Background: an optimization exercise with open tools, aiming at small area. Do not read the settings as production practice. Function was checked by simulation only, so behaviour that the tests miss may differ from the original. No driver is modelled on the clock port, so clocking that relies on it looks cheaper here than on a real chip.

Setup of the previous run:
Design PSX_DDR_Interface, start of the top module:
module PSX_DDR_Interface(
  input i_clk,
  input i_rst,
  input i_command,
  input i_writeElseRead,
  input [1:0] i_commandSize,
  input [14:0] i_targetAddr,
  input [2:0] i_subAddr,
  input [15:0] i_writeMask,
  input [255:0] i_dataClient,
  output wire o_busyClient,
  output reg o_dataValidClient,
  output reg [255:0] o_dataClient,
  input i_busyMem,
  input i_dataValidMem,
  input [31:0] i_dataMem,
  output wire o_writeEnableMem,
  output wire o_readEnableMem,
  output wire [7:0] o_burstLength,
  output wire [31:0] o_dataMem,
  output wire [25:0] o_targetAddr,
  output wire [3:0] o_byteEnableMem
);
==> module PSX_DDR_Interface, before the edit <==
module PSX_DDR_Interface(
  input i_clk,
  input i_rst,
  input i_command,
  input i_writeElseRead,
  input [1:0] i_commandSize,
  input [14:0] i_targetAddr,
  input [2:0] i_subAddr,
  input [15:0] i_writeMask,
  input [255:0] i_dataClient,
  output wire o_busyClient,
  output reg o_dataValidClient,
  output reg [255:0] o_dataClient,
  input i_busyMem,
  input i_dataValidMem,
  input [31:0] i_dataMem,
  output wire o_writeEnableMem,
  output wire o_readEnableMem,
  output wire [7:0] o_burstLength,
  output wire [31:0] o_dataMem,
  output wire [25:0] o_targetAddr,
  output wire [3:0] o_byteEnableMem
);
localparam WAIT_STATE         = 2'b00;
localparam WRITE_STATE        = 2'b01;
localparam READ_REQUEST_STATE = 2'b10;
localparam READ_STATE         = 2'b11;
reg [1:0]  rwState;
reg [2:0]  burstCounter;
reg        sizeBig;
reg        sizeLong;
wire started = ~sizeBig | sizeLong;
wire [2:0] beatMask = {sizeBig, sizeBig, sizeLong};
wire lastBeat = &(burstCounter | ~beatMask);
wire inWait  = (rwState == WAIT_STATE);
wire inWrite = (rwState == WRITE_STATE);
wire inRead  = (rwState == READ_STATE);
wire take = inWait & i_command & (started | (i_targetAddr == 15'h0));
wire advance = (inWrite & ~i_busyMem) | (inRead & i_dataValidMem);
wire [7:0] beatSel;
PSX_DDR_Interface_dec8 u_dec (.a(burstCounter), .y(beatSel));
assign o_writeEnableMem = inWrite;
assign o_readEnableMem = (rwState == READ_REQUEST_STATE);
assign o_busyClient = ~inWait;
assign o_burstLength = {4'h0, sizeBig, 1'b0, sizeLong & ~sizeBig, ~sizeLong};
assign o_targetAddr = {8'h00, o_dataClient[17:0]};
wire [31:0] beatData;
wire [1:0]  beatMask2;
genvar b;
generate
  for (b = 0; b < 32; b = b + 1)
  begin : g_wbit
    PSX_DDR_Interface_sel8 u_sel (
      .d({i_dataClient[224+b], i_dataClient[192+b], i_dataClient[160+b], i_dataClient[128+b],
          i_dataClient[96+b], i_dataClient[64+b], i_dataClient[32+b], i_dataClient[b]}),
      .s(beatSel), .y(beatData[b]));
  end
  for (b = 0; b < 2; b = b + 1)
  begin : g_mbit
    PSX_DDR_Interface_sel8 u_sel (
      .d({i_writeMask[14+b], i_writeMask[12+b], i_writeMask[10+b], i_writeMask[8+b],
          i_writeMask[6+b], i_writeMask[4+b], i_writeMask[2+b], i_writeMask[b]}),
      .s(beatSel), .y(beatMask2[b]));
  end
endgenerate
assign o_dataMem = beatData;
assign o_byteEnableMem = {{2{beatMask2[1]}}, {2{beatMask2[0]}}};
always @(posedge i_clk or negedge i_rst)
begin
  if (!i_rst)
  begin
    rwState <= WAIT_STATE;
    sizeBig <= 1'b1;
    sizeLong <= 1'b0;
    o_dataValidClient <= 1'b0;
  end
  else
  begin
    o_dataValidClient <= inRead & i_dataValidMem & lastBeat;
    if (take)
    begin
      sizeBig <= i_commandSize[1];
      sizeLong <= i_commandSize[1] | i_commandSize[0];
      rwState <= i_writeElseRead ? WRITE_STATE : READ_REQUEST_STATE;
    end
    else if (advance & lastBeat)
      rwState <= WAIT_STATE;
    else if ((rwState == READ_REQUEST_STATE) & ~i_busyMem)
      rwState <= READ_STATE;
  end
end
always @(posedge i_clk)
begin
  if (inWait)
    burstCounter <= 3'h0;
  else if (advance)
    burstCounter <= {burstCounter[2] ^ (burstCounter[1] & burstCounter[0]),
                     burstCounter[1] ^ burstCounter[0],
                     ~burstCounter[0]} & beatMask;
end
wire slot0Read = inRead & beatSel[0];
wire [17:0] slot0Low;
wire [17:0] burstAddr = {i_targetAddr, i_subAddr};
generate
  for (b = 0; b < 18; b = b + 1)
  begin : g_abit
    PSX_DDR_Interface_ao22 u_ao (
      .a({inWait, slot0Read}),
      .b({burstAddr[b], i_dataMem[b]}),
      .y(slot0Low[b]));
  end
endgenerate
always @(posedge i_clk)
begin
  if (inWait | slot0Read)
    o_dataClient[17:0] <= slot0Low;
end
always @(posedge i_clk)
begin
  if (beatSel[0])
    o_dataClient[31:18] <= i_dataMem[31:18];
end
genvar k;
generate
  for (k = 1; k < 7; k = k + 1)
  begin : g_slot
    always @(posedge i_clk)
    begin
      if (beatSel[k])
        o_dataClient[32*k +: 32] <= i_dataMem;
    end
  end
endgenerate
always @(posedge i_clk)
  o_dataClient[255:224] <= i_dataMem;
endmodule
==> flow/config.mk <==
export PLATFORM = sky130hd
export DESIGN_NAME = PSX_DDR_Interface
export DESIGN_NICKNAME = PSX_DDR_Interface
export VERILOG_FILES = /design/flow/design.v
export SDC_FILE = /design/flow/constraint.sdc
export NUM_CORES = 4
export LEC_CHECK = 0
export CAP_MARGIN = 20
export CORE_AREA = 5 5 235 235
export DIE_AREA = 0 0 240 240
export PLACE_DENSITY = 0.6
export SLEW_MARGIN = 20
export SYNTH_HIERARCHICAL = 1
export SYNTH_MINIMUM_KEEP_SIZE = 0
==> flow/constraint.sdc <==
create_clock -name core_clock -period 4.0 [get_ports {i_clk}]
set_input_delay 0.8000 -clock core_clock [delete_from_list [all_inputs] [get_ports {i_clk}]]
set_output_delay 0.8000 -clock core_clock [all_outputs]
set_load 0.01 [all_outputs]
standard.sh (not shown) runs the stock make flow with config.mk's settings and CLKGATE_MAP_FILE= SYNTH_SCRIPT=/design/flow/synth_recipe.tcl, a recipe that flattens the netlist after the stock synthesis.
==> flow/flow/run.sh <==
#!/bin/bash
set -euo pipefail
export BUFFER_PORTS_ARGS="-buffer_cell sky130_fd_sc_hd__buf_1"
bash standard.sh place > standard_place.log 2>&1

RES=orfs/results/sky130hd/PSX_DDR_Interface/base
export TRY_ODB=$RES/3_place.odb TRY_SDC=$RES/3_place.sdc
BASE="-sink_clustering_enable -repair_clock_nets -dont_use_dummy_load"
CFGS=("clkbuf_4 10 30" "clkbuf_4 10 40" "clkbuf_4 11 40" "clkbuf_4 12 50"
      "clkbuf_4 9 50" "clkbuf_4 10 50" "clkbuf_4 11 50" "clkbuf_4 8 60"
      "clkbuf_8 16 60" "clkbuf_8 18 60" "clkbuf_8 20 60" "clkbuf_8 20 80"
      "clkbuf_2 5 30" "clkbuf_2 6 30" "clkbuf_16 30 80" "clkbuf_16 16 60")
mkdir -p cts_try
i=0
for c in "${CFGS[@]}"; do
  set -- $c
  TRY_ARGS="$BASE -buf_list sky130_fd_sc_hd__$1 -sink_clustering_size $2 -sink_clustering_max_diameter $3" \
    openroad -no_init -exit flow/cts_try.tcl > cts_try/try_$i.log 2>&1 &
  i=$((i+1))
  if (( i % 4 == 0 )); then wait; fi
done
wait

best=""; besta=1e9
i=0
for c in "${CFGS[@]}"; do
  r=$(grep "^TRY_RESULT" cts_try/try_$i.log | tail -1 || true)
  if [[ -n "$r" ]]; then
    set -- $r
    if awk -v a="$2" -v s="$3" -v b="$besta" 'BEGIN{exit !(s <= 0.115 && a < b)}'; then
      best="$c"; besta="$2"
    fi
  fi
  echo "$c: $r" >> cts_try/summary.txt
  i=$((i+1))
done
echo "chosen: ${best:-default}" >> cts_try/summary.txt

if [[ -n "$best" ]]; then
  set -- $best
  export CTS_ARGS="$BASE -buf_list sky130_fd_sc_hd__$1 -sink_clustering_size $2 -sink_clustering_max_diameter $3"
else
  export CTS_ARGS="$BASE"
fi
bash standard.sh > standard.log 2>&1
==> flow/flow/cts_try.tcl <==
# Try one clock tree setting on the placed design and report the clock buffer
# area and the worst flip-flop clock-pin slew (placement parasitics).
set P $::env(FLOW_HOME)/platforms/sky130hd
read_liberty $P/lib/sky130_fd_sc_hd__tt_025C_1v80.lib
read_db $::env(TRY_ODB)
read_sdc $::env(TRY_SDC)
source $P/setRC.tcl
eval clock_tree_synthesis $::env(TRY_ARGS)
set_propagated_clock [all_clocks]
estimate_parasitics -placement
set a 0
foreach inst [get_cells *] {
  set m [get_property $inst ref_name]
  if {[string match "*clkbuf*" $m] || [string match "*clkinv*" $m]} {
    set a [expr {$a + [get_property [get_lib_cells */$m] area]}]
  }
}
set worst 0
foreach pin [get_pins -hierarchical */CLK] {
  set s [get_property $pin slew_max]
  if {$s > $worst} { set worst $s }
}
puts "TRY_RESULT $a $worst"
Setup changes, the previous run to the current run
--- a/flow/design.v
+++ b/flow/design.v
@@ -40,6 +40,6 @@
 wire [7:0] beatSel;
 PSX_DDR_Interface_dec8 u_dec (.a(burstCounter), .y(beatSel));
-assign o_writeEnableMem = inWrite;
-assign o_readEnableMem = (rwState == READ_REQUEST_STATE);
+assign o_writeEnableMem = inWrite & i_rst;
+assign o_readEnableMem = (rwState == READ_REQUEST_STATE) & i_rst;
 assign o_busyClient = ~inWait;
 assign o_burstLength = {4'h0, sizeBig, 1'b0, sizeLong & ~sizeBig, ~sizeLong};
@@ -71,4 +71,5 @@
   begin
     rwState <= WAIT_STATE;
+    burstCounter <= 3'h0;
     sizeBig <= 1'b1;
     sizeLong <= 1'b0;
@@ -84,18 +85,15 @@
       rwState <= i_writeElseRead ? WRITE_STATE : READ_REQUEST_STATE;
     end
-    else if (advance & lastBeat)
-      rwState <= WAIT_STATE;
+    else if (advance)
+    begin
+      burstCounter <= {burstCounter[2] ^ (burstCounter[1] & burstCounter[0]),
+                       burstCounter[1] ^ burstCounter[0],
+                       ~burstCounter[0]} & beatMask;
+      if (lastBeat)
+        rwState <= WAIT_STATE;
+    end
     else if ((rwState == READ_REQUEST_STATE) & ~i_busyMem)
       rwState <= READ_STATE;
   end
-end
-always @(posedge i_clk)
-begin
-  if (inWait)
-    burstCounter <= 3'h0;
-  else if (advance)
-    burstCounter <= {burstCounter[2] ^ (burstCounter[1] & burstCounter[0]),
-                     burstCounter[1] ^ burstCounter[0],
-                     ~burstCounter[0]} & beatMask;
 end
 wire slot0Read = inRead & beatSel[0];
--- outcome ---
Synthesized cell count is higher on the previous run
Re count of sequential standard cells: no difference whatsoever between the current run and the previous run.
Delta (the current run minus the previous run): count of vias placed by the detailed router went down; relative area change from synthesis to final layout did not really move; wire length of the first global-routing pass went down; fmax went down.
The current run -> the previous run: summed area of non-filler cells in the final layout flat
Compared with the previous run, the current run improves overall routed net length.

## afterwards: timing with drivers on the ports
How much do the figures lean on ideal ports? The routed layouts below were timed once more, with nothing changed but the port constraints. Step 1 sets driving cells, clkbuf_16 on the clock port and buf_2 on the other inputs (assumed; they add their load-dependent delay and slew). Step 2, shift: input delay + t, output delay - t, t = (earliest + latest rising clock arrival at the registers) / 2. This alone moves slack from input paths to output paths. Slacks: no drivers / after step 1 / after step 2; pairs: no drivers / after step 1.
| run | t (ns) | setup WS [ns] | slew at the worst register clock pin (ns) | worst data-port slew with drivers (ns) |
|---|---|---|---|---|
| the previous run | 0.704 | 0.282 / 0.239 / 0.942 | 0.11 / 0.11 | 0.18 |
| the current run | 0.699 | 0.216 / 0.172 / 0.871 | 0.11 / 0.11 | 0.25 |
After both steps every run listed still meets setup and hold.
